Source: an optimization exercise on an open RTL-to-GDS flow (aim: small area, a short achievable clock period and few clock cycles per item). Production flows keep margins and buffers that such runs may drop. Function was not checked in any run shown here: the RTL went through the layout flow alone. Power figures rest on the tool's default switching activity, not on a simulated workload.

### design/flow/config.mk
export PLATFORM = sky130hd
export DESIGN_NAME = grn_farm
export DESIGN_NICKNAME = grn_farm
export VERILOG_FILES = /design/flow/design.v
export SDC_FILE = /design/flow/constraint.sdc
export NUM_CORES = 4
export LEC_CHECK = 0
export CAP_MARGIN = 20
export CORE_MARGIN = 2
export CORE_UTILIZATION = 45
export CTS_CLUSTER_DIAMETER = 80
export CTS_CLUSTER_SIZE = 25
export PLACE_DENSITY = 0.6
export SETUP_SLACK_MARGIN = 2.9
export SLEW_MARGIN = 20
### design/flow/constraint.sdc
create_clock -name core_clock -period 5.0 [get_ports {clk}]
set_input_delay 1.0000 -clock core_clock [delete_from_list [all_inputs] [get_ports {clk}]]
set_output_delay 1.0000 -clock core_clock [all_outputs]
set_load 0.01 [all_outputs]
### design/flow/design.v
module grn_step (input logic [68:0] v, output logic [68:0] y);
assign y[0] = v[40];
assign y[1] = v[40] & ~ v[32];
assign y[2] = v[35] & ~ (v[36] | v[6]);
assign y[3] = ((v[50] | v[33]) & v[36]) & ~ v[2];
assign y[4] = ~ (v[20] & 0);
assign y[5] = (v[48] | v[31]) & ~ (v[33] | v[36]);
assign y[6] = (v[7] | v[8]) & ~ v[21];
assign y[7] = v[17] & ~ (v[10] | v[32]);
assign y[8] = v[13] & ~ (v[21] | v[32]);
assign y[9] = v[46] & ~ v[47];
assign y[10] = v[31];
assign y[11] = v[42] & v[52];
assign y[12] = (v[4] | v[48] | v[26]) & ~ v[20];
assign y[13] = v[30];
assign y[14] = v[34];
assign y[15] = v[28];
assign y[16] = v[64];
assign y[17] = v[52] | v[16];
assign y[18] = v[15];
assign y[19] = v[59];
assign y[20] = ~ (v[14] | v[2]);
assign y[21] = (v[31] | v[48]) & ~ v[43];
assign y[22] = ~ v[23];
assign y[23] = (v[2] | (v[42] & v[52]));
assign y[24] = v[19] & ~ v[49];
assign y[25] = v[1] | v[29];
assign y[26] = ((v[4] | v[15]) & v[25]) & ~ v[20];
assign y[27] = (v[33] & v[2]) & ~ (v[20] | v[0]);
assign y[28] = v[38] | v[40];
assign y[29] = v[9] | v[51] | v[52];
assign y[30] = (v[3] | v[50] | v[9]) & ~ v[5];
assign y[31] = ~ v[22];
assign y[32] = (v[33] | v[44]) & ~ (v[20] | v[6]);
assign y[33] = (v[37] | v[25] | v[0]) & ~ v[27];
assign y[34] = v[11];
assign y[35] = (v[14] | v[39]) & ~ v[37];
assign y[36] = v[9] & ~ v[2];
assign y[37] = v[33] & ~ (v[31] | v[26]);
assign y[38] = v[9] | v[39];
assign y[39] = v[14] | v[19];
assign y[40] = v[52] & ~ v[41];
assign y[41] = v[31] | v[48];
assign y[42] = v[47];
assign y[43] = v[30];
assign y[44] = v[51] & ~ v[26];
assign y[45] = v[44] | v[31];
assign y[46] = v[33] | v[17];
assign y[47] = v[15] | v[52];
assign y[48] = v[24];
assign y[49] = v[48];
assign y[50] = v[7] & ~ v[5];
assign y[51] = v[57] & ~ v[45];
assign y[52] = v[54];
assign y[53] = (v[62] | v[65]) & ~ v[59];
assign y[54] = v[58];
assign y[55] = v[60] & ~ (v[63] | v[57]);
assign y[56] = (v[61] | v[63]) & ~ (v[62] | v[57] | v[60]);
assign y[57] = v[53];
assign y[58] = (v[63] | v[66]) & ~ v[62];
assign y[59] = v[58] | v[65] | v[31];
assign y[60] = v[65] | v[55];
assign y[61] = v[65] | v[58];
assign y[62] = v[53] | v[55];
assign y[63] = v[56] | v[64];
assign y[64] = v[63] & ~ v[57];
assign y[65] = (v[66] | v[54]) & ~ v[62];
assign y[66] = v[31];
assign y[67] = (v[18] & v[12]) & ~ (v[32] | v[6]);
assign y[68] = v[6];
endmodule
module grn_farm #(
	parameter VECTOR_SIZE = 69,
	parameter LS          = 2,          
	parameter LK          = 1,          
	parameter G           = 6,          
	parameter CL          = 4           
) (
	input  logic                   clk,
	input  logic                   rst,
	input  logic                   in_valid,
	input  logic [VECTOR_SIZE-1:0] in_conf,
	output logic                   in_ready,
	output logic                   out_valid,
	output logic [VECTOR_SIZE-1:0] out_conf,
	output logic [31:0]            out_transient,
	output logic [31:0]            out_length
);
localparam int S  = 1 << LS;
localparam int K  = 1 << LK;
localparam int LU = LS + LK;
localparam int CW = 32 - LU;             
localparam int CH = CW - CL;             
localparam int EW = 1 + (K - 1) * G;     
localparam logic [1:0] P_EMPTY = 2'd0;
localparam logic [1:0] P_ONE   = 2'd1;     
localparam logic [1:0] P_TWO   = 2'd2;     
localparam logic [1:0] P_DONE  = 2'd3;
logic [1:0]             ph [S];
logic [VECTOR_SIZE-1:0] A  [S];
logic [VECTOR_SIZE-1:0] B  [S];
logic [VECTOR_SIZE-1:0] C  [S];
logic [EW-1:0]          E  [S];     
logic [CL-1:0]          c1 [S];
logic [CL-1:0]          c2 [S];
logic                   own[S];     
logic                   rs [S];     
logic [LU-1:0]          u1 [S];
logic [LU-1:0]          dd [S];     
logic                   bw [S];     
logic                   fresh;      
logic                   busy;
logic [CH-1:0]          h1, h2;
logic                   tk_r, o1_r, o2_r;
logic [1:0]             ph_n [S];
logic [VECTOR_SIZE-1:0] A_n  [S];
logic [VECTOR_SIZE-1:0] B_n  [S];
logic [EW-1:0]          E_n  [S];
logic [LU-1:0]          u1_n [S];
logic [LU-1:0]          dd_n [S];
logic                   bw_n [S];
logic inc1, inc2, ov1, ov2, take, again;
assign inc1  = (ph_n[0] == P_ONE) && !fresh;
assign inc2  = (ph_n[0] == P_TWO);
assign ov1   = inc1 && (&c1[0]);
assign ov2   = inc2 && (&c2[0]);
assign take  = (ov1 || ov2) && !own[0] && !busy;
assign again = (ov1 || ov2) && !own[0] && busy;
genvar s, q;
generate
	for (s = 0; s < S; s = s + 1) begin : gen_stage
		localparam int SP = (s + S - 1) % S;    
		logic [VECTOR_SIZE-1:0] a  [K+1];
		logic [VECTOR_SIZE-1:0] b  [K+1];
		logic [VECTOR_SIZE-1:0] bh [K];
		assign a[0] = A[s];
		assign b[0] = B[s];
		for (q = 0; q < K; q = q + 1) begin : gen_sub
			grn_step step_a  (.v(a[q]),  .y(a[q+1]));
			grn_step step_b1 (.v(b[q]),  .y(bh[q]));
			grn_step step_b2 (.v(bh[q]), .y(b[q+1]));
			if (q == 0) begin : g_first
				if (s == 0) begin : g_s0
					assign E_n[s][0] = (a[0] == b[0]) && !fresh;
				end else begin : g_sn
					assign E_n[s][0] = (a[0] == b[0]);
				end
			end else begin : g_late
				genvar g;
				for (g = 0; g < G; g = g + 1) begin : gen_grp
					localparam int LO = g * VECTOR_SIZE / G;
					localparam int HI = (g + 1) * VECTOR_SIZE / G - 1;
					assign E_n[s][1 + (q - 1) * G + g] = (a[q][HI:LO] == b[q][HI:LO]);
				end
			end
		end
		assign A_n[s] = a[K];
		assign B_n[s] = b[K];
		logic [K-1:0] meet;
		assign meet[0] = E[s][0];
		for (q = 1; q < K; q = q + 1) begin : gen_meet
			assign meet[q] = &E[s][1 + (q - 1) * G +: G];
		end
		always_comb begin
			logic [1:0] p;
			p       = ph[s];
			u1_n[s] = u1[s];
			dd_n[s] = dd[s];
			bw_n[s] = bw[s];
			for (int k = 0; k < K; k = k + 1) begin
				if (meet[k] && p == P_TWO) begin
					p       = P_DONE;
					dd_n[s] = LU'(K*SP + k) - u1_n[s];
					bw_n[s] = LU'(K*SP + k) < u1_n[s];
				end
				if (meet[k] && p == P_ONE) begin
					p       = P_TWO;
					u1_n[s] = LU'(K*SP + k);
				end
			end
			ph_n[s] = p;
		end
		if (s < S - 1) begin : g_pass
			always_ff @(posedge clk) begin
				if (rst) ph[s+1] <= P_EMPTY;
				else     ph[s+1] <= ph_n[s];
				A[s+1]  <= A_n[s];
				B[s+1]  <= B_n[s];
				if (s == 0) C[s+1] <= fresh ? A[s] : C[s];
				else        C[s+1] <= C[s];
				E[s+1]  <= E_n[s];
				if (s == 0) begin
					c1[s+1]  <= c1[s] + CL'(inc1);
					c2[s+1]  <= c2[s] + CL'(inc2);
					own[s+1] <= own[s] || take;
					rs[s+1]  <= rs[s] || again;
				end else begin
					c1[s+1]  <= c1[s];
					c2[s+1]  <= c2[s];
					own[s+1] <= own[s];
					rs[s+1]  <= rs[s];
				end
				u1[s+1] <= u1_n[s];
				dd[s+1] <= dd_n[s];
				bw[s+1] <= bw_n[s];
			end
		end
	end
endgenerate
logic [1:0] ph_ahead;
always_comb begin
	ph_ahead = ph_n[S-2];
	if (E_n[S-2][0] && ph_ahead == P_TWO)      ph_ahead = P_DONE;
	else if (E_n[S-2][0] && ph_ahead == P_ONE) ph_ahead = P_TWO;
end
logic free, restart, load;
logic [VECTOR_SIZE-1:0] new_conf;
assign in_ready = free;
assign out_conf = C[0];
assign load     = free || restart;
assign new_conf = restart ? C[S-1] : in_conf;
logic [CW-1:0] len_hi, len_dec;
assign len_hi  = {own[S-1] ? h2 : {CH{1'b0}}, c2[S-1]};
assign len_dec = len_hi - 1'b1;
always_ff @(posedge clk) begin
	if (rst) begin
		free      <= 1'b1;
		restart   <= 1'b0;
		busy      <= 1'b0;
		ph[0]     <= P_EMPTY;
		out_valid <= 1'b0;
	end else begin
		free      <= (ph_ahead == P_EMPTY) || (ph_ahead == P_DONE && !rs[S-2]);
		restart   <= (ph_ahead != P_EMPTY) && rs[S-2];
		busy      <= take || (busy && !(free && own[S-1] && ph_n[S-1] == P_DONE));
		ph[0]     <= load ? ((restart || in_valid) ? P_ONE : P_EMPTY) : ph_n[S-1];
		out_valid <= free && (ph_n[S-1] == P_DONE);
	end
	if (rst) begin
		tk_r <= 1'b0;
		o1_r <= 1'b0;
		o2_r <= 1'b0;
	end else begin
		tk_r <= take;
		o1_r <= ov1 && (take || own[0]);
		o2_r <= ov2 && (take || own[0]);
	end
	if (tk_r) begin
		h1 <= CH'(o1_r);
		h2 <= CH'(o2_r);
	end else begin
		h1 <= h1 + CH'(o1_r);
		h2 <= h2 + CH'(o2_r);
	end
	fresh <= load;
	if (load) begin
		A[0]   <= new_conf;
		B[0]   <= new_conf;
		E[0]   <= '0;
		c1[0]  <= '0;
		c2[0]  <= '0;
		own[0] <= 1'b0;
		rs[0]  <= 1'b0;
	end else begin
		A[0]   <= A_n[S-1];
		B[0]   <= B_n[S-1];
		E[0]   <= E_n[S-1];
		c1[0]  <= c1[S-1];
		c2[0]  <= c2[S-1];
		own[0] <= own[S-1];
		rs[0]  <= rs[S-1];
	end
	C[0]  <= C[S-1];
	u1[0] <= u1_n[S-1];
	dd[0] <= dd_n[S-1];
	bw[0] <= bw_n[S-1];
	out_transient <= {own[S-1] ? h1 : {CH{1'b0}}, c1[S-1], u1_n[S-1]};
	out_length    <= {bw_n[S-1] ? len_dec : len_hi, dd_n[S-1]};
end
endmodule
### design/flow/run.sh
#!/bin/bash
# synth_recipe.tcl (not shown) runs the flow's synth.tcl, then flattens the netlist and writes it again
# the make line also repeats each setting of config.mk as NAME=value (left out here)
make -C /OpenROAD-flow-scripts/flow DESIGN_CONFIG=/design/flow/config.mk WORK_HOME=/design/flow/orfs CLKGATE_MAP_FILE= SYNTH_SCRIPT=/design/flow/synth_recipe.tcl finish
==> impl_metrics.csv, run 1 <==
group,metric,value,unit
floorplanning,die_area,92430,um^2
yosys,synth_warnings,59,
sta,rsz0062_at_grt,"true",
power,p_leak,0.01827,uW
drt,wire_per_inst,33.86,um
sta,skew,0.04173,ns
power,total_power,19910,uW
drt,drt-pass1-iter-count,9,
yosys,synthFlopType,"dfxtp_1",
drt,postRouteAntennaNets,0,
drt,vias,35480,
sta,worst-slew-pin-transition,1.175,ns
global_route,grt_pass1_vias,33700,
yosys,syn_nets,4353,
critical_path,critical_path_peak_fanout,6,
drt,routed_wl,192.3,mm
power,seqPwrFrac,0.524,
floorplanning,die-width,304.0,um
floorplanning,fp.coreArea,89600,um^2
critical_path,cp-start-kind,"flop",
yosys,synth_seq_cells,1029,
finish,fillers,8327,
yosys,synth_area,40510,um^2
sta,setup_tns,0,ns
critical_path,regToRegSetupSlack,2.77,ns
yosys,synth_xor_area_frac,0.1070,
sta,finalHoldViolCount,0,
critical_path,criticalPathCategory,"flop to flop",
place,hpwl,148.9,mm
critical_path,critical_path_buf_inv_count,1,
critical_path,cp-startpoint,"A[0][47]",
floorplanning,start_util,0.4521,
yosys,synth_compound_area_frac,0.1239,
yosys,synth_enable_flop_cells,0,
job,max-cap-violations,0,
yosys,synthSimpleGateAreaFrac,0.2035,
global_route,antenna_found_initial,21,
global_route,grt_usage,0.4027,
sta,relSlewSlack,0.2097,
yosys,synth_cells,4266,
global_route,grt_max_degree,61,
worst_hold_path,hp-start,"C[2][44]",
critical_path,cp.required,5.58,ns
cts,cts_num_sinks,1029,
critical_path,slowest_delay,0.44,ns
sta,slew_violations,0,
power,internal_power,12760,uW
finish,fin_nets,4563,
critical_path,arrival,2.81,ns
sta,fin_crit,2.232,ns
sta,max_clock_freq,448.0,MHz
yosys,synthDistinctLibCells,91,
cts,cts_root_buf,"clkbuf_16",
finish,multi_input_area,19800,um^2
worst_hold_path,min_path_type,"flop to flop",
yosys,ys_seq_area_frac,0.5086,
sta,min_period_over_period,0.4464,
cts,cts_buffers,53,
critical_path,cp-end-kind,"flop",
worst_hold_path,whs_endpoint,"C[3][44]",
sta,setup_viol,0,
drt,drc,0,
power,netSwitchingFraction,0.3592,
critical_path,cp_cell_sequence,"buf_4 -> nand2b_2 -> a21oi_1 -> nor3b_1 -> nand4_1 -> a2111oi_2",
critical_path,r2r-start,"A[0][47]",
power,p_comb_frac,0.225,
yosys,synth_mux_area_frac,0.02311,
worst_hold_path,worstHoldPathCells,0,
cts,clk_path_buf_depth,3,
global_route,overflow,0,
yosys,postSynthAreaPerCell,9.495,um^2
place,globalplace.congestion,1.115,
finish,area_growth,17.17,%
critical_path,slowest_stage,"a2111oi_2",
cts,clkLatencyLatePin,0.69,ns
yosys,synth_top_family_by_area,"simple AND/OR/NAND/NOR gates",
drt,drtIter0Drc,4613,
critical_path,rr_worst_depth,6,
cts,cts_tree,"done",
cts,htree_levels,2,
power,vdd_drop_max,459.4,uV
floorplanning,io_pins,207,
power,power_density,419.5,nW/um^2
cts,hold_buffers,0,
critical_path,rr_endpoint,"E[1][1]",
yosys,yosys.area_share.adder,0.004633,
critical_path,cp_top_family,"simple AND/OR/NAND/NOR gates",
cts,cts.clk_slew.worst_paths,0.10,ns
floorplanning,std_cell_rows,110,
drt,drt-vias-per-instance,6.249,
floorplanning,die_h,304.0,um
power,p_switching,7151,uW
run_status,run_status,"timing/DRC/antenna clean",
place,numPortBuffers,206,
finish,ff_latch_area,20890,um^2
power,p_clk_frac,0.250,
yosys,synthArstFlopShare,0,
finish,drive_gt1_frac,0.1913,
global_route,grt_pass1_wl,263.5,mm
## synthesized netlist by cell type, types with 8 or more instances
cell / instances / area (um^2)
a2111oi_0: 19 / 166.4
a211oi_1: 25 / 187.7
a21boi_0: 14 / 105.1
a21oi_1: 179 / 895.9
a22o_1: 9 / 78.83
a22oi_1: 28 / 210.2
a311oi_1: 11 / 96.34
a31oi_1: 27 / 168.9
a32o_1: 12 / 120.1
and2_1: 66 / 412.9
and3_1: 16 / 100.1
and4_1: 9 / 78.83
buf_1: 11 / 41.29
buf_2: 9 / 45.04
clkbuf_1: 154 / 578.1
dfxtp_1: 1029 / 20600
ha_1: 15 / 187.7
inv_1: 128 / 480.5
mux2_2: 76 / 855.8
mux2i_1: 8 / 80.08
nand2_1: 238 / 893.4
nand2b_1: 84 / 525.5
nand3_1: 86 / 430.4
nand3b_1: 11 / 82.58
nand4_1: 87 / 544.3
nor2_1: 437 / 1640
nor2b_1: 100 / 625.6
nor3_1: 155 / 775.7
nor3b_1: 43 / 322.8
nor4_1: 97 / 606.8
nor4b_1: 10 / 87.58
o211ai_1: 20 / 150.1
o21a_1: 17 / 127.6
o21ai_0: 155 / 775.7
o21bai_1: 47 / 352.8
o221ai_1: 14 / 122.6
o22ai_1: 23 / 143.9
o31ai_1: 23 / 172.7
o41ai_1: 10 / 87.58
or2_2: 49 / 306.5
or3_1: 49 / 306.5
or4_1: 13 / 97.59
xnor2_1: 304 / 2663
xor2_1: 191 / 1673
## cell families (layout without fill, tap and decap cells)
group | Yosys count | in the layout
simple gates | 1592 | 1594
flops | 1029 | 1029
compound gates | 744 | 745
xor+xnor | 495 | 495
buf+inv | 307 | 534
mux | 84 | 84
fa+ha+maj | 15 | 15
other cells | 0 | 6
## per-stage QoR
step	area [um^2]	cells	setup WS (ns)	hold slack (ns)	util
after floorplan	40520	4266	2.873	0.3096	-
after global placement	43640	5505	1.941	0.3097	0.4871
after detailed placement	43670	5506	1.984	0.3121	0.4874
after CTS	46710	5648	2.737	0.3271	0.5213
after global routing	47450	5672	2.745	0.3294	0.5295
final	47460	5678	2.768	0.3248	0.5297
## final cells by class
cell class	instances	share of cell area
Antenna cell	6	0.0003163
Clock buffer	56	0.02884
Clock inverter	19	0.005088
Inverter	129	0.01039
Multi-Input combinational cell	2933	0.4173
Sequential cell	1029	0.4400
Tap cell	1176	0.03100
Timing Repair Buffer	330	0.06707
## placed cells by master (no fill, tap or decap), types with 22 or more instances in the layout
cell / n
a211oi_1: 24
a21oi_1: 171
a22oi_1: 25
a31oi_1: 25
and2_1: 64
buf_2: 22
buf_4: 104
buf_6: 122
clkbuf_16: 54
clkdlybuf4s50_1: 71
dfxtp_1: 841
dfxtp_2: 168
inv_1: 126
mux2_2: 76
nand2_1: 233
nand2b_1: 82
nand3_1: 83
nand4_1: 87
nor2_1: 424
nor2b_1: 78
nor3_1: 135
nor3b_1: 35
nor4_1: 80
o21ai_0: 147
o21bai_1: 37
o22ai_1: 22
or2_2: 48
or3_1: 47
xnor2_1: 303
xor2_1: 191
## power by group through the flow
stage               clock network (uW)  registers (uW)  logic, uW
global placement                     0           10500       3950
global route                      5300           10500       4620
finish                            4990           10400       4490
detailed placement                   0           10500       3910
CTS                               5000           10300       4160
floorplan                            0            9580       2660
## flip-flops by register name, indices dropped and copies added, names as in the netlist, 25 cells and up
name	cells
C	276
B	267
A	266
out_length	30
out_transient	30
E	28
h1	25
h2	25
## timing repair
| item | 4_1_cts | 5_1_grt |
|---|---|---|
| endpoints found under the setup margin | 338 | 248 |
| pin swaps | 18 | 33 |
| cloned | 7 | 0 |
| buffers inserted | 60 | 24 |
| resized for setup | 982 | 157 |
## worst max-delay path by stage
stage | endpoint | slack [ns] | cells past startpoint
2_1_floorplan | E[2][3] | 2.87 | 5
3_3_place_gp | B[0][55] | 1.94 | 4
3_5_place_dp | B[0][2] | 1.98 | 4
4_1_cts | E[1][1] | 2.74 | 5
5_1_grt | out_length[27] | 2.74 | 9
6_report | E[1][1] | 2.77 | 6
## per-layer routing
metal,GRT usage,up-vias,routed length [um]
met5,0,-,89
met4,0.2094,10,12300
met3,0.1138,633,21100
met2,0.6276,2420,84460
met1,0.5076,17200,74340
li1,-,15220,-
==> run 2: changes to the inputs <==
--- a/design/flow/config.mk
+++ b/design/flow/config.mk
@@ -11,5 +11,5 @@
 export CTS_CLUSTER_DIAMETER = 80
 export CTS_CLUSTER_SIZE = 25
 export PLACE_DENSITY = 0.6
-export SETUP_SLACK_MARGIN = 2.9
+export SETUP_SLACK_MARGIN = 3.0
 export SLEW_MARGIN = 20
==> run 2 against run 1 <==
Effect of this change:
- worst setup slack improved by 0.022 ns
- worst hold slack improved by 0.00057 ns
- wire length shrank 0.22%
- cell count increased by 0.56%
- clock skew fell by 0.00089 ns
- sequential cell count did not move
- critical path depth down 5
==> impl_metrics.csv, run 2 <==
group,metric,value,unit
floorplanning,start_util,0.4521,
power,seqPwrFrac,0.518,
drt,routed_wl,191.9,mm
cts,clkLatencyLatePin,0.72,ns
critical_path,arrival,1.21,ns
cts,cts_buffers,55,
finish,final_util,0.5437,
yosys,synth_compound_area_frac,0.1239,
power,p_comb_frac,0.229,
yosys,synth_cells,4266,
power,p_clk_frac,0.253,
yosys,synth_area,40510,um^2
power,power_density,417.0,nW/um^2
worst_hold_path,hp-start,"C[2][14]",
critical_path,critical_path_peak_fanout,3,
sta,setup_viol,0,
sta,relSlewSlack,0.2470,
critical_path,cp_top_family,"flip-flops",
yosys,synthFlopType,"dfxtp_1",
critical_path,critical_path_buf_inv_count,1,
power,vdd_drop_max,321.4,uV
global_route,overflow,0,
yosys,synth_mux_area_frac,0.02311,
global_route,antenna_found_initial,11,
place,hpwl,149.1,mm
finish,largest_reg_flops,276,
critical_path,criticalPathCategory,"flop to primary output",
critical_path,cp-startpoint,"free",
sta,slew_violations,0,
drt,drtIter0Drc,4966,
cts,cts_root_buf,"clkbuf_16",
yosys,postSynthAreaPerCell,9.495,um^2
cts,htree_levels,2,
global_route,grt_usage,0.4006,
yosys,yosys.area_share.adder,0.004633,
floorplanning,die_area,92430,um^2
critical_path,rr_worst_depth,10,
critical_path,rr_endpoint,"out_length[25]",
yosys,synthDistinctLibCells,91,
finish,area_growth,20.26,%
yosys,synth_seq_cells,1029,
yosys,synth_top_cell_area_share,0.5086,
yosys,synth_top_family_by_area,"simple AND/OR/NAND/NOR gates",
sta,skew,0.04085,ns
global_route,grt_pass1_vias,33540,
floorplanning,fp.coreArea,89600,um^2
critical_path,r2r-start,"ph[3][1]",
floorplanning,die-width,304.0,um
drt,drc,0,
finish,final_cell_mix,"743 x dfxtp_1, 420 x nor2_1, 298 x xnor2_1, 232 x dfxtp_2, 230 x nand2_1",
worst_hold_path,min_path_type,"flop to flop",
power,p_leak,0.01859,uW
yosys,synth_xor_area_frac,0.1070,
yosys,synthSimpleGateAreaFrac,0.2035,
cts,cts_num_sinks,1029,
cts,cts_tree,"done",
sta,finalHoldViolCount,0,
sta,setup_tns,0,ns
global_route,grt_pass1_wl,262.6,mm
yosys,synth.most_common_cell,"dfxtp_1",
job,max-cap-violations,0,
drt,vias,35730,
power,p_switching,7314,uW
finish,regMostFlops,"C",
cts,clk_path_buf_depth,3,
worst_hold_path,whs_endpoint,"C[3][14]",
critical_path,cp.required,4.00,ns
power,internal_power,13000,uW
finish,largest_registers,"C (276), B (267), A (266)",
sta,fin_crit,2.210,ns
sta,worst-slew-pin-transition,1.114,ns
finish,design_area,48710,um^2
critical_path,cp-end-kind,"primary output",
yosys,syn_nets,4353,
drt,drt-vias-per-instance,6.258,
yosys,netlist_top_cells_count,"1029 x dfxtp_1, 437 x nor2_1, 304 x xnor2_1",
place,numPortBuffers,206,
sta,rsz0062_at_grt,"true",
sta,max_clock_freq,452.4,MHz
finish,drive_gt1_frac,0.2362,
yosys,synth_warnings,59,
power,netSwitchingFraction,0.3601,
drt,wire_per_inst,33.60,um
critical_path,regToRegSetupSlack,2.82,ns
floorplanning,io_pins,207,
place,placed_area,43620,um^2
finish,fillers,8266,
run_status,run_status,"timing/DRC/antenna clean",
place,globalplace.congestion,1.075,
critical_path,cp_cell_sequence,"buf_6",
finish,layout.cells.most_common,"dfxtp_1",
finish,fin_nets,4596,
critical_path,slowest_delay,0.40,ns
yosys,synthArstFlopShare,0,
critical_path,cp-start-kind,"flop",
worst_hold_path,worstHoldPathCells,0,
floorplanning,die_h,304.0,um
floorplanning,std_cell_rows,110,
global_route,grt_max_degree,83,
drt,postRouteAntennaNets,0,
critical_path,slowest_stage,"dfxtp_4",
yosys,ys_seq_area_frac,0.5086,
cts,hold_buffers,0,
yosys,synth_area_leader_cell,"dfxtp_1",
yosys,synth_enable_flop_cells,0,
cts,cts.clk_slew.worst_paths,0.10,ns
sta,min_period_over_period,0.4420,
yosys,yosys-top-cells-area,"dfxtp_1 51%, xnor2_1 6.6%, xor2_1 4.1%",
drt,drt-pass1-iter-count,6,
## run 2: cell count changes in the layout (fill, tap and decap cells not counted), sizes merged, moves of 3 or more
cell / previous run / this run
buf: 258 / 287
clkbuf: 56 / 61
diode: 6 / 3
inv: 140 / 143
## run 2: kinds of logic (layout without fill, tap and decap cells)
logic type	after synthesis	count (layout)
AOI/OAI and AO/OA	744	746
xor gates and xnor gates	495	495
adders and majority gates	15	15
buffers and inverters	307	568
DFF	1029	1029
muxes	84	84
other	0	3
and+or+nand+nor	1592	1594
## run 2: worst max path at each step
stage                endpoint  depth (start not counted)  slack, ns
5_1_grt              in_ready                          1       2.77
2_1_floorplan         E[2][3]                          5       2.87
3_3_place_gp         B[0][26]                          4       2.21
3_5_place_dp   out_length[15]                          8       2.16
4_1_cts              in_ready                          1       2.74
6_report             in_ready                          1       2.79
## run 2: layer usage
metal / share of wire / vias up / track usage
met5: 0.00016 / - / 0
met3: 0.11 / 611 / 0.09430
met4: 0.068 / 6 / 0.2246
met2: 0.44 / 2488 / 0.6229
li1: - / 15280 / -
met1: 0.39 / 17350 / 0.5119
## run 2: cell type report
type / count / area, um^2 / area share
antenna: 3 / 7.507 / 0.0001541
clock buffer: 59 / 1423 / 0.02921
clock inverter: 20 / 275.3 / 0.005651
inverter: 129 / 494.2 / 0.01015
multi-input combinational: 2934 / 20420 / 0.4192
sequential: 1029 / 21090 / 0.4330
tap: 1176 / 1471 / 0.03021
timing repair buffer: 360 / 3526 / 0.07238
## run 2: per-stage QoR
stage               power, uW  setup WS, ns  std cells  hold slack [ns]
floorplan               12240         2.873       4266           0.3096
global placement        14430         2.213       5497           0.3096
detailed placement      14360         2.163       5498           0.3121
CTS                     19750         2.741       5659           0.3297
global route            20780         2.772       5707           0.3309
finish                  20310         2.790       5710           0.3254
## run 2: repair_timing
| item | 4_1_cts | 5_1_grt |
|---|---|---|
| resized for setup | 1132 | 260 |
| hold endpoints to repair | 0 | 0 |
| cloned | 5 | 2 |
| buffers inserted | 77 | 46 |
| pin swaps | 49 | 60 |
| setup endpoints to repair | 343 | 253 |
## run 2: power by group through the flow
stage,Combinational (uW),Clock (uW),Sequential (uW)
final,4660,5140,10500
after CTS,4200,5160,10400
after detailed placement,3860,0,10500
after global placement,3920,0,10500
after floorplan,2670,0,9580
after global routing,4790,5460,10500
==> run 3: changes to the inputs <==
--- a/design/flow/config.mk
+++ b/design/flow/config.mk
@@ -10,6 +10,6 @@
 export CORE_UTILIZATION = 45
 export CTS_CLUSTER_DIAMETER = 80
 export CTS_CLUSTER_SIZE = 25
-export PLACE_DENSITY = 0.6
-export SETUP_SLACK_MARGIN = 3.0
+export PLACE_DENSITY = 0.7
+export SETUP_SLACK_MARGIN = 2.9
 export SLEW_MARGIN = 20
==> run 3 against run 2 <==
Effect of this change:
- sequential share of layout area rose by 0.63 points
- cell area fell by 2.4%
- largest power group unchanged
- clock skew fell by 0.0015 ns
- power fell by 1.3%
- worst setup slack got worse by 0.11 ns
- via count fell by 1.1%
- still clean
- synthesized cell count did not move
- largest cell class unchanged
- worst hold slack got worse by 0.0021 ns
- register-to-register slack got worse by 0.14 ns
- highest routed layer unchanged
- wire length rose by 1.2%
- non-clock buffer count fell by 50
- area after synthesis did not move
==> impl_metrics.csv, run 3 <==
group,metric,value,unit
place,globalplace.congestion,1.076,
place,numPortBuffers,206,
cts,cts_buffers,54,
yosys,yosys-top-cells-area,"dfxtp_1 51%, xnor2_1 6.6%, xor2_1 4.1%",
floorplanning,fp.coreArea,89600,um^2
yosys,synth_warnings,59,
sta,setup_tns,0,ns
critical_path,cp_cell_sequence,"or3b_4 -> a32o_1 -> or4b_1 -> o211ai_1 -> a21oi_1",
sta,worst_slack,2.682,ns
drt,wire_per_inst,34.34,um
yosys,synth_seq_cells,1029,
floorplanning,die_h,304.0,um
floorplanning,std_cell_rows,110,
critical_path,cp.required,5.54,ns
cts,cts_root_buf,"clkbuf_16",
critical_path,cp-end-kind,"flop",
finish,fillers,8178,
yosys,netlist_top_cells_count,"1029 x dfxtp_1, 437 x nor2_1, 304 x xnor2_1",
place,placed_area,43600,um^2
critical_path,r2r-start,"B[3][33]",
job,max-cap-violations,0,
cts,clkLatencyLatePin,0.69,ns
sta,relSlewSlack,0.2020,
sta,worst-slew-pin-transition,1.186,ns
drt,vias,35350,
floorplanning,die-width,304.0,um
floorplanning,io_pins,207,
finish,layout.cells.most_common,"dfxtp_1",
drt,drt-pass1-iter-count,6,
yosys,ys_seq_area_frac,0.5086,
cts,cts.clk_slew.worst_paths,0.11,ns
finish,largest_reg_flops,276,
sta,rsz0062_at_grt,"true",
finish,regMostFlops,"C",
sta,slew_violations,0,
global_route,overflow,0,
worst_hold_path,hp-start,"C[2][46]",
yosys,postSynthAreaPerCell,9.495,um^2
finish,design_area,47520,um^2
drt,routed_wl,194.2,mm
sta,skew,0.03935,ns
critical_path,cp-start-kind,"flop",
drt,drt-vias-per-instance,6.248,
finish,finalNonFillerCells,5657,
yosys,synthFlopType,"dfxtp_1",
floorplanning,start_util,0.4521,
global_route,grt_max_degree,61,
critical_path,slowest_delay,0.58,ns
cts,cts_num_sinks,1029,
critical_path,critical_path_peak_fanout,9,
drt,drc,0,
sta,max_clock_freq,431.4,MHz
finish,largest_registers,"C (276), B (267), A (266)",
yosys,synth.most_common_cell,"dfxtp_1",
place,dpl.cell_count,5498,
critical_path,cp-startpoint,"B[3][33]",
sta,setup_viol,0,
finish,multi_input_area,19930,um^2
finish,final_cell_mix,"836 x dfxtp_1, 423 x nor2_1, 300 x xnor2_1, 234 x nand2_1, 191 x xor2_1",
run_status,run_status,"timing/DRC/antenna clean",
critical_path,critical_path_buf_inv_count,0,
worst_hold_path,min_path_type,"flop to flop",
critical_path,criticalPathCategory,"flop to flop",
finish,area_growth,17.32,%
sta,finalHoldViolCount,0,
critical_path,cp_top_family,"simple AND/OR/NAND/NOR gates",
power,power_density,421.9,nW/um^2
global_route,grt_pass1_vias,33960,
cts,clk_path_buf_depth,3,
drt,drtIter0Drc,4692,
power,p_leak,0.01820,uW
global_route,antenna_found_initial,10,
critical_path,arrival,2.85,ns
sta,fin_crit,2.318,ns
finish,final_util,0.5304,
sta,min_period_over_period,0.4636,
yosys,synthDistinctLibCells,91,
cts,htree_levels,2,
global_route,grt_usage,0.4043,
finish,fin_nets,4543,
finish,drive_gt1_frac,0.1906,
cts,hold_buffers,0,
critical_path,slowest_stage,"or4b_1",
power,vdd_drop_max,371.2,uV
yosys,synth_enable_flop_cells,0,
yosys,synth_area_leader_cell,"dfxtp_1",
finish,ff_latch_area,20880,um^2
yosys,synth_cells,4266,
yosys,synth_top_cell_area_share,0.5086,
yosys,synthArstFlopShare,0,
drt,postRouteAntennaNets,0,
cts,cts_tree,"done",
global_route,grt_pass1_wl,265.4,mm
place,dp_slack,2.018,ns
yosys,synth_area,40510,um^2
place,hpwl,152.4,mm
floorplanning,die_area,92430,um^2
yosys,syn_nets,4353,
-- run 3: cell counts after synthesis --
No cell type changed its count.
-- run 3: final cells by class --
| type | count | share of cell area |
|---|---|---|
| tap | 1176 | 0.03096 |
| sequential | 1029 | 0.4393 |
| clock buffer | 59 | 0.02949 |
| inverter | 129 | 0.01032 |
| timing repair buffer | 310 | 0.06396 |
| multi-input combinational | 2932 | 0.4193 |
| antenna | 5 | 0.0002633 |
| clock inverter | 17 | 0.006372 |
-- run 3: worst register-to-register path, cell delays in order (launching register included) --
cell      delay (ns)
dfxtp_4         0.46
or3b_4          0.45
a32o_1          0.32
or4b_1          0.58
o211ai_1        0.21
a21oi_1         0.19
-- run 3: cell families (layout without fill, tap and decap cells) --
logic type / count (synthesis) / in the layout / share of synthesized area
adders and majority gates: 15 / 15 / 0.004633
buffers and inverters: 307 / 515 / 0.02928
muxes: 84 / 84 / 0.02311
AOI/OAI and AO/OA: 744 / 745 / 0.1239
and+or+nand+nor: 1592 / 1593 / 0.2035
other: 0 / 5 / 0
DFF: 1029 / 1029 / 0.5086
xor gates and xnor gates: 495 / 495 / 0.1070
-- run 3: routing by layer --
layer / vias to the layer above / GRT usage / part of all wire
met5: - / 0 / 0.000062
met4: 2 / 0.2247 / 0.067
met3: 598 / 0.09931 / 0.11
met2: 2352 / 0.6165 / 0.43
met1: 17200 / 0.5248 / 0.40
li1: 15200 / - / -
-- run 3: worst paths after layout --
check,end,slack (ns),cells past startpoint
worst max register to register,B[0][33],2.68,5
worst min register to register,C[3][46],0.32,0
worst min-delay path,C[3][46],0.32,0
worst max-delay path,B[0][33],2.68,5
-- run 3: metrics by stage --
step                hold WS (ns)  total power, uW
floorplan                 0.3096            12240
global placement          0.3097            14460
detailed placement        0.3121            14370
CTS                       0.3248            19610
global route              0.3300            20440
finish                    0.3232            20050
-- run 3: report_power, final --
part           internal [uW]  leakage, uW  switching, uW
Combinational           1710      0.00876           2690
Sequential              8950      0.00861           1540
Clock                   2210     0.000833           2940
-- run 3: what timing repair did --
item,CTS,global route
setup buffers,53,20
cloned,4,1
gates resized for setup,994,163
pin swaps,25,26
endpoints found under the setup margin,335,239
==> run 4: changes to the inputs <==
--- a/design/flow/design.v
+++ b/design/flow/design.v
@@ -92,6 +92,8 @@
 localparam int CW = 32 - LU;             
 localparam int CH = CW - CL;             
 localparam int EW = 1 + (K - 1) * G;     
+localparam logic [VECTOR_SIZE-1:0] CMP =
+	~((VECTOR_SIZE'(1) << 4) | (VECTOR_SIZE'(1) << 43) | (VECTOR_SIZE'(1) << 66));
 localparam logic [1:0] P_EMPTY = 2'd0;
 localparam logic [1:0] P_ONE   = 2'd1;     
 localparam logic [1:0] P_TWO   = 2'd2;     
@@ -141,16 +143,16 @@
 			grn_step step_b2 (.v(bh[q]), .y(b[q+1]));
 			if (q == 0) begin : g_first
 				if (s == 0) begin : g_s0
-					assign E_n[s][0] = (a[0] == b[0]) && !fresh;
+					assign E_n[s][0] = !((a[0] ^ b[0]) & CMP) && !fresh;
 				end else begin : g_sn
-					assign E_n[s][0] = (a[0] == b[0]);
+					assign E_n[s][0] = !((a[0] ^ b[0]) & CMP);
 				end
 			end else begin : g_late
 				genvar g;
 				for (g = 0; g < G; g = g + 1) begin : gen_grp
 					localparam int LO = g * VECTOR_SIZE / G;
 					localparam int HI = (g + 1) * VECTOR_SIZE / G - 1;
-					assign E_n[s][1 + (q - 1) * G + g] = (a[q][HI:LO] == b[q][HI:LO]);
+					assign E_n[s][1 + (q - 1) * G + g] = !((a[q][HI:LO] ^ b[q][HI:LO]) & CMP[HI:LO]);
 				end
 			end
 		end
@@ -186,8 +188,7 @@
 				else     ph[s+1] <= ph_n[s];
 				A[s+1]  <= A_n[s];
 				B[s+1]  <= B_n[s];
-				if (s == 0) C[s+1] <= fresh ? A[s] : C[s];
-				else        C[s+1] <= C[s];
+				C[s+1]  <= C[s];
 				E[s+1]  <= E_n[s];
 				if (s == 0) begin
 					c1[s+1]  <= c1[s] + CL'(inc1);
@@ -216,7 +217,6 @@
 logic free, restart, load;
 logic [VECTOR_SIZE-1:0] new_conf;
 assign in_ready = free;
-assign out_conf = C[0];
 assign load     = free || restart;
 assign new_conf = restart ? C[S-1] : in_conf;
 logic [CW-1:0] len_hi, len_dec;
@@ -256,6 +256,7 @@
 	if (load) begin
 		A[0]   <= new_conf;
 		B[0]   <= new_conf;
+		C[0]   <= new_conf;
 		E[0]   <= '0;
 		c1[0]  <= '0;
 		c2[0]  <= '0;
@@ -264,16 +265,17 @@
 	end else begin
 		A[0]   <= A_n[S-1];
 		B[0]   <= B_n[S-1];
+		C[0]   <= C[S-1];
 		E[0]   <= E_n[S-1];
 		c1[0]  <= c1[S-1];
 		c2[0]  <= c2[S-1];
 		own[0] <= own[S-1];
 		rs[0]  <= rs[S-1];
 	end
-	C[0]  <= C[S-1];
 	u1[0] <= u1_n[S-1];
 	dd[0] <= dd_n[S-1];
 	bw[0] <= bw_n[S-1];
+	out_conf      <= C[S-1];
 	out_transient <= {own[S-1] ? h1 : {CH{1'b0}}, c1[S-1], u1_n[S-1]};
 	out_length    <= {bw_n[S-1] ? len_dec : len_hi, dd_n[S-1]};
 end
--- a/design/flow/config.mk
+++ b/design/flow/config.mk
@@ -10,6 +10,6 @@
 export CORE_UTILIZATION = 45
 export CTS_CLUSTER_DIAMETER = 80
 export CTS_CLUSTER_SIZE = 25
-export PLACE_DENSITY = 0.7
+export PLACE_DENSITY = 0.6
 export SETUP_SLACK_MARGIN = 2.9
 export SLEW_MARGIN = 20
==> run 4 against run 3 <==
Effect of this change:
- global-route usage is 1.3 points lower
- still clean
- wire length is 1.5% lower
- critical endpoint is now out_conf[46]
- count of clock-buffer cells in the layout grew 2
- clock skew rose by 0.013 ns
- sequential power is 6% higher
- worst hold slack got worse by 0.0037 ns
==> impl_metrics.csv, run 4 <==
group,metric,value,unit
run_status,run_status,"timing/DRC/antenna clean",
place,hpwl,150.4,mm
drt,postRouteAntennaNets,0,
drt,drt-pass1-iter-count,6,
yosys,synth_mux_area_frac,0.004379,
yosys,yosys.area_share.adder,0.004499,
critical_path,arrival,1.20,ns
yosys,synth.most_common_cell,"dfxtp_1",
drt,vias,35710,
cts,hold_buffers,0,
worst_hold_path,min_path_type,"flop to flop",
critical_path,cp-start-kind,"flop",
cts,cts_num_sinks,1098,
critical_path,cp_cell_sequence,"buf_6",
sta,max_clock_freq,454.1,MHz
sta,rsz0062_at_grt,"true",
floorplanning,die-width,308.5,um
yosys,postSynthAreaPerCell,9.384,um^2
finish,largest_reg_flops,276,
critical_path,critical_path_buf_inv_count,1,
finish,final_util,0.5249,
critical_path,criticalPathCategory,"flop to primary output",
critical_path,rr_worst_depth,5,
yosys,netlist_top_cells_count,"1098 x dfxtp_1, 443 x nor2_1, 399 x nand2_1",
critical_path,cp.required,4.00,ns
global_route,antenna_found_initial,13,
yosys,synth_top_family_by_area,"simple AND/OR/NAND/NOR gates",
sta,setup_tns,0,ns
yosys,ys_seq_area_frac,0.5270,
finish,fin_nets,4720,
floorplanning,die_area,95150,um^2
floorplanning,fp.coreArea,91800,um^2
yosys,synthArstFlopShare,0,
critical_path,endpoint,"out_conf[46]",
sta,fin_crit,2.202,ns
critical_path,r2r-start,"A[0][52]",
yosys,synth_warnings,59,
floorplanning,die_h,308.5,um
critical_path,slowest_delay,0.37,ns
floorplanning,io_pins,207,
yosys,synth_top_cell_area_share,0.5270,
finish,drive_gt1_frac,0.1502,
yosys,synth_seq_cells,1098,
drt,routed_wl,191.4,mm
sta,worst-slew-pin-transition,1.193,ns
power,vdd_drop_max,325.2,uV
sta,setup_viol,0,
floorplanning,start_util,0.4544,
global_route,overflow,0,
power,total_power,20990,uW
cts,cts.clk_slew.worst_paths,0.11,ns
yosys,synth_area,41710,um^2
sta,min_period_over_period,0.4404,
yosys,synth_compound_area_frac,0.1148,
place,globalplace.congestion,1.071,
yosys,synthFlopType,"dfxtp_1",
cts,clkLatencyLatePin,0.73,ns
critical_path,cp-end-kind,"primary output",
yosys,yosys-top-cells-area,"dfxtp_1 53%, xnor2_1 6.4%, xor2_1 4.5%",
yosys,synthSimpleGateAreaFrac,0.2121,
sta,skew,0.05267,ns
drt,drc,0,
critical_path,rr_endpoint,"E[1][0]",
critical_path,cp-startpoint,"out_conf[46]",
finish,layout.cells.most_common,"dfxtp_1",
cts,cts_buffers,57,
critical_path,critical_path_depth,1,
finish,area_growth,15.52,%
yosys,syn_nets,4532,
cts,htree_levels,2,
global_route,grt_max_degree,76,
finish,largest_registers,"C (276), A (267), B (266)",
yosys,synth_enable_flop_cells,0,
place,numPortBuffers,206,
global_route,grt_usage,0.3917,
power,p_leak,0.01862,uW
job,max-cap-violations,0,
finish,regMostFlops,"C",
cts,clk_path_buf_depth,3,
global_route,grt_pass1_vias,33380,
yosys,synth_xor_area_frac,0.1096,
critical_path,cp_top_family,"flip-flops",
critical_path,slowest_stage,"dfxtp_2",
cts,cts_root_buf,"clkbuf_16",
sta,finalHoldViolCount,0,
drt,wire_per_inst,32.43,um
critical_path,critical_path_peak_fanout,1,
yosys,synth_cells,4445,
cts,cts_tree,"done",
floorplanning,std_cell_rows,111,
critical_path,regToRegSetupSlack,2.81,ns
drt,drt-vias-per-instance,6.052,
sta,slew_violations,0,
yosys,synth_area_leader_cell,"dfxtp_1",
drt,drtIter0Drc,5144,
power,power_density,435.7,nW/um^2
global_route,grt_pass1_wl,261.3,mm
sta,relSlewSlack,0.1985,
yosys,synthDistinctLibCells,87,
finish,final_cell_mix,"943 x dfxtp_1, 430 x nor2_1, 396 x nand2_1, 306 x xnor2_1, 216 x xor2_1",
## run 4: layout make-up
| class | instances | area (um^2) |
|---|---|---|
| Antenna cell | 5 | 12.51 |
| Inverter | 111 | 420.4 |
| Clock inverter | 18 | 321.6 |
| Tap cell | 1243 | 1555 |
| Timing Repair Buffer | 309 | 2749 |
| Multi-Input combinational cell | 3056 | 19440 |
| Fill cell | 8598 | 43620 |
| Clock buffer | 61 | 1471 |
| Sequential cell | 1098 | 22220 |
## run 4: what timing repair did
item,4_1_cts,5_1_grt
buffers inserted,38,28
hold endpoints to repair,0,0
gates cloned,2,1
resized for setup,824,170
setup endpoints to repair,356,243
pin swaps,18,21
## run 4: logic make-up after synthesis
| logic type | count (synthesis) |
|---|---|
| adder cells (fa/ha/maj) | 15 |
| buffers and inverters | 293 |
| flip-flops | 1098 |
| AO/OA/AOI/OAI | 728 |
| multiplexers | 17 |
| XOR/XNOR | 522 |
| AND/OR/NAND/NOR | 1772 |
## run 4: how the worst min path moves through the flow
stage,cells after the start,slack (ns),to,startpoint
global route,0,0.33,C[1][38],C[0][38]
detailed placement,0,0.31,C[3][35],C[2][35]
floorplan,0,0.31,C[1][0],C[0][0]
finish,0,0.32,C[1][38],C[0][38]
global placement,0,0.31,C[1][2],C[0][2]
CTS,0,0.32,C[1][38],C[0][38]
## run 4: through the flow
stage,setup WS [ns],std cells,hold slack [ns],instance area (um^2)
floorplan,2.887,4445,0.3096,41770
global placement,2.321,5747,0.3097,44940
CTS,2.734,5867,0.3237,47340
detailed placement,2.340,5748,0.3121,44940
finish,2.798,5901,0.3195,48190
global route,2.759,5896,0.3284,48170
## run 4: routing by layer
layer,track usage,wire (um)
met1,0.5399,80080
met2,0.5744,80080
met3,0.08541,19590
met4,0.1990,11500
met5,0.007752,136
## run 4: where the power goes
part           total [uW]  switching, uW  internal, uW
clock network        5430           3160          2280
logic                4440           2760          1680
registers           11100           1590          9530
==> run 5: changes to the inputs <==
--- a/design/flow/config.mk
+++ b/design/flow/config.mk
@@ -11,5 +11,5 @@
 export CTS_CLUSTER_DIAMETER = 80
 export CTS_CLUSTER_SIZE = 25
 export PLACE_DENSITY = 0.6
-export SETUP_SLACK_MARGIN = 2.9
+export SETUP_SLACK_MARGIN = 2.8
 export SLEW_MARGIN = 20
==> run 5 against run 4 <==
Effect of this change:
- first-iteration DRC count down 6.6%
- cell count down 0.32%
- still clean on timing, DRC and antenna
- cell area down 0.95%
- critical endpoint is now E[1][0]
- critical path depth up 5
- core utilization down 0.50 points
- clock power about the same
- register-to-register slack worse by 0.17 ns
==> impl_metrics.csv, run 5 <==
group,metric,value,unit
global_route,grt_pass1_vias,33500,
yosys,synth.most_common_cell,"dfxtp_1",
worst_hold_path,worstHoldPathCells,0,
finish,finalNonFillerCells,5882,
global_route,grt_usage,0.3855,
sta,slew_violations,0,
critical_path,rr_worst_depth,6,
finish,final_cell_mix,"979 x dfxtp_1, 429 x nor2_1, 398 x nand2_1, 306 x xnor2_1, 216 x xor2_1",
sta,min_period_over_period,0.4717,
drt,routed_wl,187.6,mm
critical_path,critical_path_peak_fanout,7,
cts,cts_buffers,56,
floorplanning,die-width,308.5,um
yosys,synth_top_cell_area_share,0.5270,
worst_hold_path,min_path_type,"flop to flop",
floorplanning,fp.coreArea,91800,um^2
sta,rsz0062_at_grt,"true",
sta,relSlewSlack,0.1795,
sta,max_clock_freq,424.0,MHz
yosys,synthDistinctLibCells,87,
finish,fin_nets,4701,
sta,skew,0.03389,ns
critical_path,regToRegSetupSlack,2.64,ns
place,dpl.cell_count,5743,
critical_path,r2r-start,"A[0][58]",
finish,drive_gt1_frac,0.1333,
job,max-cap-violations,0,
sta,finalHoldViolCount,0,
place,hpwl,148.0,mm
drt,drt-pass1-iter-count,8,
global_route,use_met3,0.09002,
floorplanning,start_util,0.4544,
global_route,overflow,0,
yosys,synth_seq_cells,1098,
cts,htree_levels,2,
critical_path,cp.required,5.66,ns
finish,regMostFlops,"C",
cts,cts_root_buf,"clkbuf_16",
finish,layout.cells.most_common,"dfxtp_1",
floorplanning,io_pins,207,
critical_path,cp-start-kind,"flop",
critical_path,cp-end-kind,"flop",
sta,setup_tns,0,ns
cts,cts.clk_slew.worst_paths,0.10,ns
yosys,ys_seq_area_frac,0.5270,
finish,area_growth,14.42,%
drt,vias,35760,
cts,cts_num_sinks,1098,
yosys,synth_enable_flop_cells,0,
global_route,grt.met2_usage,0.5654,
sta,worst-slew-pin-transition,1.215,ns
place,globalplace.congestion,1.061,
critical_path,arrival,3.02,ns
yosys,postSynthAreaPerCell,9.384,um^2
yosys,synth_area_leader_cell,"dfxtp_1",
drt,wire_per_inst,31.89,um
yosys,synthArstFlopShare,0,
yosys,synthFlopType,"dfxtp_1",
yosys,netlist_top_cells_count,"1098 x dfxtp_1, 443 x nor2_1, 399 x nand2_1",
sta,setup_viol,0,
critical_path,criticalPathCategory,"flop to flop",
drt,drt-vias-per-instance,6.080,
power,vdd_drop_max,341.1,uV
worst_hold_path,hp-start,"C[2][49]",
cts,hold_buffers,0,
drt,postRouteAntennaNets,0,
drt,drc,0,
sta,fin_crit,2.358,ns
yosys,syn_nets,4532,
global_route,met1_usage,0.5317,
global_route,grt_max_degree,68,
cts,cts_tree,"done",
critical_path,cp_top_family,"simple AND/OR/NAND/NOR gates",
yosys,synth_cells,4445,
run_status,run_status,"timing/DRC/antenna clean",
critical_path,slowest_stage,"dfxtp_1",
finish,largest_registers,"C (276), A (267), B (266)",
floorplanning,die_area,95150,um^2
cts,clk_path_buf_depth,3,
global_route,antenna_found_initial,8,
critical_path,rr_endpoint,"E[1][0]",
yosys,synth_area,41710,um^2
worst_hold_path,whs_endpoint,"C[3][49]",
power,p_leak,0.01847,uW
yosys,yosys-top-cells-area,"dfxtp_1 53%, xnor2_1 6.4%, xor2_1 4.5%",
drt,drtIter0Drc,4807,
critical_path,slowest_delay,0.60,ns
cts,clkLatencyLatePin,0.73,ns
place,numPortBuffers,206,
global_route,grt.busiest_layer,"met2",
floorplanning,die_h,308.5,um
finish,largest_reg_flops,276,
floorplanning,std_cell_rows,111,
power,power_density,435.9,nW/um^2
global_route,grt_pass1_wl,258.1,mm
finish,final_util,0.5199,
yosys,synth_warnings,59,
critical_path,critical_path_buf_inv_count,1,
critical_path,cp_cell_sequence,"nand2b_1 -> o2111ai_1 -> a2111oi_0 -> nand4_1 -> nor4_2 -> buf_4",
==> run 5: cell counts after synthesis <==
Identical to the previous run, type by type.
==> run 5: worst register-to-register path, cell delays in order, from the launching register on <==
cell and delay [ns]:
dfxtp_1 0.60, nand2b_1 0.20, o2111ai_1 0.11, a2111oi_0 0.58, nand4_1 0.23, nor4_2 0.36
buf_4 0.22
==> run 5: worst max path at each step <==
stage / endpoint / slack (ns) / startpoint / depth (start not counted)
after CTS: in_ready / 2.64 / free / 1
after detailed placement: B[0][35] / 2.14 / restart / 5
final: E[1][0] / 2.64 / A[0][58] / 6
after global routing: in_ready / 2.69 / free / 1
after floorplan: out_length[8] / 2.80 / E[3][0] / 9
after global placement: B[0][35] / 2.14 / restart / 5
==> run 5: repair_timing <==
item / in CTS / in global routing
resized for setup: 759 / 154
hold endpoints to repair: 0 / 0
buffers inserted: 27 / 24
pin swaps: 11 / 17
cloned: 4 / 1
setup endpoints to repair: 359 / 178
==> run 5: final cells by class <==
class                      count  area [um^2]
antenna                        4        10.01
clock buffer                  61         1461
clock inverter                18        337.8
fill                        8641        44070
inverter                     111        420.4
multi-input combinational   3059        19280
sequential                  1098        22180
tap                         1243         1555
timing repair buffer         288         2494
==> run 5: metal layers <==
metal  up-vias  share of wire
met1     17470           0.42
met5         -        0.00024
met3       467           0.10
li1      15570              -
met4         8          0.057
met2      2249           0.42
==> run 5: kinds of logic (layout without fill, tap and decap cells) <==
family / after synthesis / count (layout) / synth area share
multiplexers: 17 / 17 / 0.004379
AND/OR/NAND/NOR: 1772 / 1775 / 0.2121
XOR/XNOR: 522 / 522 / 0.1096
flip-flops: 1098 / 1098 / 0.5270
AO/OA/AOI/OAI: 728 / 730 / 0.1148
buffers and inverters: 293 / 478 / 0.02762
other: 0 / 4 / 0
adder cells (fa/ha/maj): 15 / 15 / 0.004499
==> run 5: power by group <==
group / internal, uW / switching (uW)
registers: 9520 / 1520
clock network: 2300 / 3100
logic: 1620 / 2740
==> run 5: per-stage QoR <==
step | cell area [um^2] | hold WS (ns) | power, uW | worst slack, ns
after floorplan | 41730 | 0.3096 | 12900 | 2.803
after global placement | 44870 | 0.3096 | 15160 | 2.137
after detailed placement | 44880 | 0.3121 | 15080 | 2.136
after CTS | 46970 | 0.3255 | 20420 | 2.636
after global routing | 47720 | 0.3341 | 21290 | 2.693
final | 47730 | 0.3183 | 20800 | 2.642
==> run 6: changes to the inputs <==
--- a/design/flow/config.mk
+++ b/design/flow/config.mk
@@ -7,9 +7,9 @@
 export LEC_CHECK = 0
 export CAP_MARGIN = 20
 export CORE_MARGIN = 2
-export CORE_UTILIZATION = 45
+export CORE_UTILIZATION = 50
 export CTS_CLUSTER_DIAMETER = 80
 export CTS_CLUSTER_SIZE = 25
-export PLACE_DENSITY = 0.6
-export SETUP_SLACK_MARGIN = 2.8
+export PLACE_DENSITY = 0.65
+export SETUP_SLACK_MARGIN = 2.9
 export SLEW_MARGIN = 20
==> run 6 against run 5 <==
Effect of this change:
- still clean on timing, DRC and antenna
- clock power decreased by 3%
- sequential power barely moved
- cell count shrank 2.7%
- register-to-register slack improved by 0.13 ns
- critical path depth is 1 lower
- sequential share of layout area is 0.23 points lower
- maximum frequency increased by 5.9%
- first-iteration DRC count grew 8.4%
- cell area increased by 0.65%
- worst hold slack lost 0.0028 ns
- critical path type unchanged
- largest cell class unchanged
==> impl_metrics.csv, run 6 <==
group,metric,value,unit
sta,setup_viol,0,
yosys,syn_nets,4532,
sta,slew_violations,0,
cts,cts_tree,"done",
yosys,synth_cells,4445,
cts,cts_root_buf,"clkbuf_16",
yosys,netlist_top_cells_count,"1098 x dfxtp_1, 443 x nor2_1, 399 x nand2_1",
yosys,synth_area,41710,um^2
global_route,grt.met2_usage,0.6121,
run_status,run_status,"timing/DRC/antenna clean",
finish,final_cell_mix,"946 x dfxtp_1, 426 x nor2_1, 396 x nand2_1, 306 x xnor2_1, 216 x xor2_1",
sta,setup_tns,0,ns
worst_hold_path,min_path_type,"flop to flop",
global_route,grt_pass1_wl,254.3,mm
drt,drt-pass1-iter-count,10,
cts,cts_buffers,56,
yosys,synthFlopType,"dfxtp_1",
critical_path,cp.required,5.60,ns
drt,postRouteAntennaNets,0,
sta,relSlewSlack,0.2582,
yosys,ys_seq_area_frac,0.5270,
global_route,grt_max_degree,67,
sta,skew,0.03458,ns
yosys,synthDistinctLibCells,87,
place,placed_area,44710,um^2
finish,layout.cells.most_common,"dfxtp_1",
cts,htree_levels,2,
global_route,grt_usage,0.4158,
place,hpwl,143.5,mm
cts,hold_buffers,0,
finish,fillers,7241,
finish,design_area,48040,um^2
critical_path,critical_path_peak_fanout,7,
yosys,synthArstFlopShare,0,
yosys,yosys-top-cells-area,"dfxtp_1 53%, xnor2_1 6.4%, xor2_1 4.5%",
sta,rsz0062_at_grt,"true",
yosys,synth_area_leader_cell,"dfxtp_1",
critical_path,cp-start-kind,"flop",
power,power_density,431.7,nW/um^2
global_route,grt.busiest_layer,"met2",
sta,min_period_over_period,0.4456,
power,vdd_drop_max,425.8,uV
sta,worst-slew-pin-transition,1.101,ns
cts,clkLatencyLatePin,0.72,ns
drt,drc,0,
finish,largest_registers,"C (276), A (267), B (266)",
critical_path,cp-end-kind,"flop",
finish,regMostFlops,"C",
critical_path,arrival,2.83,ns
place,dp_slack,2.227,ns
power,p_leak,0.01865,uW
global_route,use_met3,0.1087,
drt,wire_per_inst,32.18,um
yosys,synth.most_common_cell,"dfxtp_1",
finish,largest_reg_flops,276,
place,numPortBuffers,206,
yosys,synth_top_cell_area_share,0.5270,
yosys,synth_seq_cells,1098,
drt,routed_wl,184.2,mm
critical_path,criticalPathCategory,"flop to flop",
floorplanning,start_util,0.5064,
floorplanning,die-width,292.8,um
sta,fin_crit,2.228,ns
yosys,synth_warnings,59,
drt,vias,36170,
job,max-cap-violations,0,
finish,area_growth,15.17,%
global_route,overflow,0,
sta,finalHoldViolCount,0,
global_route,grt_pass1_vias,33760,
finish,n_antenna_cell,0,
global_route,antenna_found_initial,3,
cts,cts.clk_slew.worst_paths,0.09,ns
drt,drtIter0Drc,5210,
sta,max_clock_freq,448.8,MHz
floorplanning,die_area,85760,um^2
finish,fin_nets,4727,
floorplanning,die_h,292.8,um
sta,worst_slack,2.772,ns
drt,drt-vias-per-instance,6.317,
floorplanning,std_cell_rows,105,
finish,drive_gt1_frac,0.1544,
global_route,met1_usage,0.5629,
floorplanning,fp.coreArea,82370,um^2
cts,clk_path_buf_depth,3,
floorplanning,io_pins,207,
yosys,synth_enable_flop_cells,0,
yosys,postSynthAreaPerCell,9.384,um^2
cts,cts_num_sinks,1098,
place,globalplace.congestion,1.097,
[run 6: cell counts after synthesis]
No cell type changed its count.
[run 6: final timing paths]
| kind | startpoint | endpoint | slack, ns | cells past startpoint |
|---|---|---|---|---|
| setup / recovery | B[2][7] | E[3][1] | 2.77 | 5 |
| setup reg to reg | B[2][7] | E[3][1] | 2.77 | 5 |
| hold reg to reg | C[2][43] | C[3][43] | 0.32 | 0 |
| hold / removal | C[2][43] | C[3][43] | 0.32 | 0 |
[run 6: logic make-up after synthesis]
kind of cell	Yosys count	share of synthesized area
AOI/OAI and AO/OA	728	0.1148
xor gates and xnor gates	522	0.1096
adders and majority gates	15	0.004499
buffers and inverters	293	0.02762
DFF	1098	0.5270
muxes	17	0.004379
and+or+nand+nor	1772	0.2121
[run 6: power breakdown]
group	switching, uW	internal, uW
sequential	1540	9540
clock	3090	2150
combinational	2730	1680
[run 6: through the flow]
step	total power [uW]	instances	hold slack (ns)	util
after CTS	20260	5699	0.3165	0.5716
after global placement	15120	5575	0.3095	0.5428
after detailed placement	15040	5575	0.3121	0.5428
final	20740	5726	0.3155	0.5832
after global routing	21170	5726	0.3170	0.5832
after floorplan	12900	4445	0.3096	-
[run 6: critical path, cell delays in order, from the launching register on]
cell and delay [ns]:
dfxtp_1 0.37, o21bai_1 0.47, o2111a_2 0.47, xor2_1 0.09, or4_1 0.46, nor4_1 0.25
[run 6: layout make-up]
cell class                      count  area [um^2]  area share
Sequential cell                  1098        22210      0.4622
Multi-Input combinational cell   3057        19590      0.4077
Timing Repair Buffer              316         2788     0.05803
Clock buffer                       59         1423     0.02961
Tap cell                         1070         1339     0.02787
Inverter                          111        424.2    0.008829
Clock inverter                     15        274.0    0.005704
[run 6: what timing repair did]
action | CTS | global route
gates resized for setup | 809 | 212
pin swaps | 14 | 20
setup endpoints to repair | 366 | 260
setup buffers | 47 | 27
gates cloned | 3 | 0
[run 6: per-layer routing]
metal / up-vias / wire, um
met4: 0 / 11570
met5: - / 0
met2: 2495 / 76850
met3: 547 / 21300
li1: 15570 / -
met1: 17560 / 74520

## afterwards: timing with drivers on the ports
How much do the figures lean on ideal ports? The routed layouts below were timed once more, with nothing changed but the port constraints. Step 1, drivers: a clkbuf_16 drives clk and a buf_2 each remaining input, both assumed. Step 2 also shifts input and output timing later by t, the mid clock arrival at the registers, as if the neighbouring blocks saw the same clock. Slacks: ideal ports / drivers / drivers and shift; pairs: ideal ports / drivers.
run | t (ns) | setup WS [ns] | worst hold slack (ns) | clock arrival spread, ns
run 1 | 0.748 | 2.768 / 2.715 / 2.476 | 0.325 / 0.325 / 0.325 | 0.045 / 0.045
run 2 | 0.776 | 2.790 / 2.714 / 2.482 | 0.325 / 0.325 / 0.325 | 0.043 / 0.043
run 3 | 0.741 | 2.682 / 2.682 / 2.369 | 0.323 / 0.323 / 0.323 | 0.040 / 0.040
run 4 | 0.786 | 2.798 / 2.716 / 2.430 | 0.320 / 0.320 / 0.320 | 0.053 / 0.053
run 5 | 0.790 | 2.642 / 2.642 / 2.515 | 0.318 / 0.318 / 0.318 | 0.035 / 0.036
run 6 | 0.771 | 2.772 / 2.706 / 2.304 | 0.315 / 0.315 / 0.315 | 0.038 / 0.038
After both steps setup and hold are still met in every run listed. For run 6, which loses most, drivers alone change the setup slack by -0.066 ns; drivers and shift together by -0.468 ns.
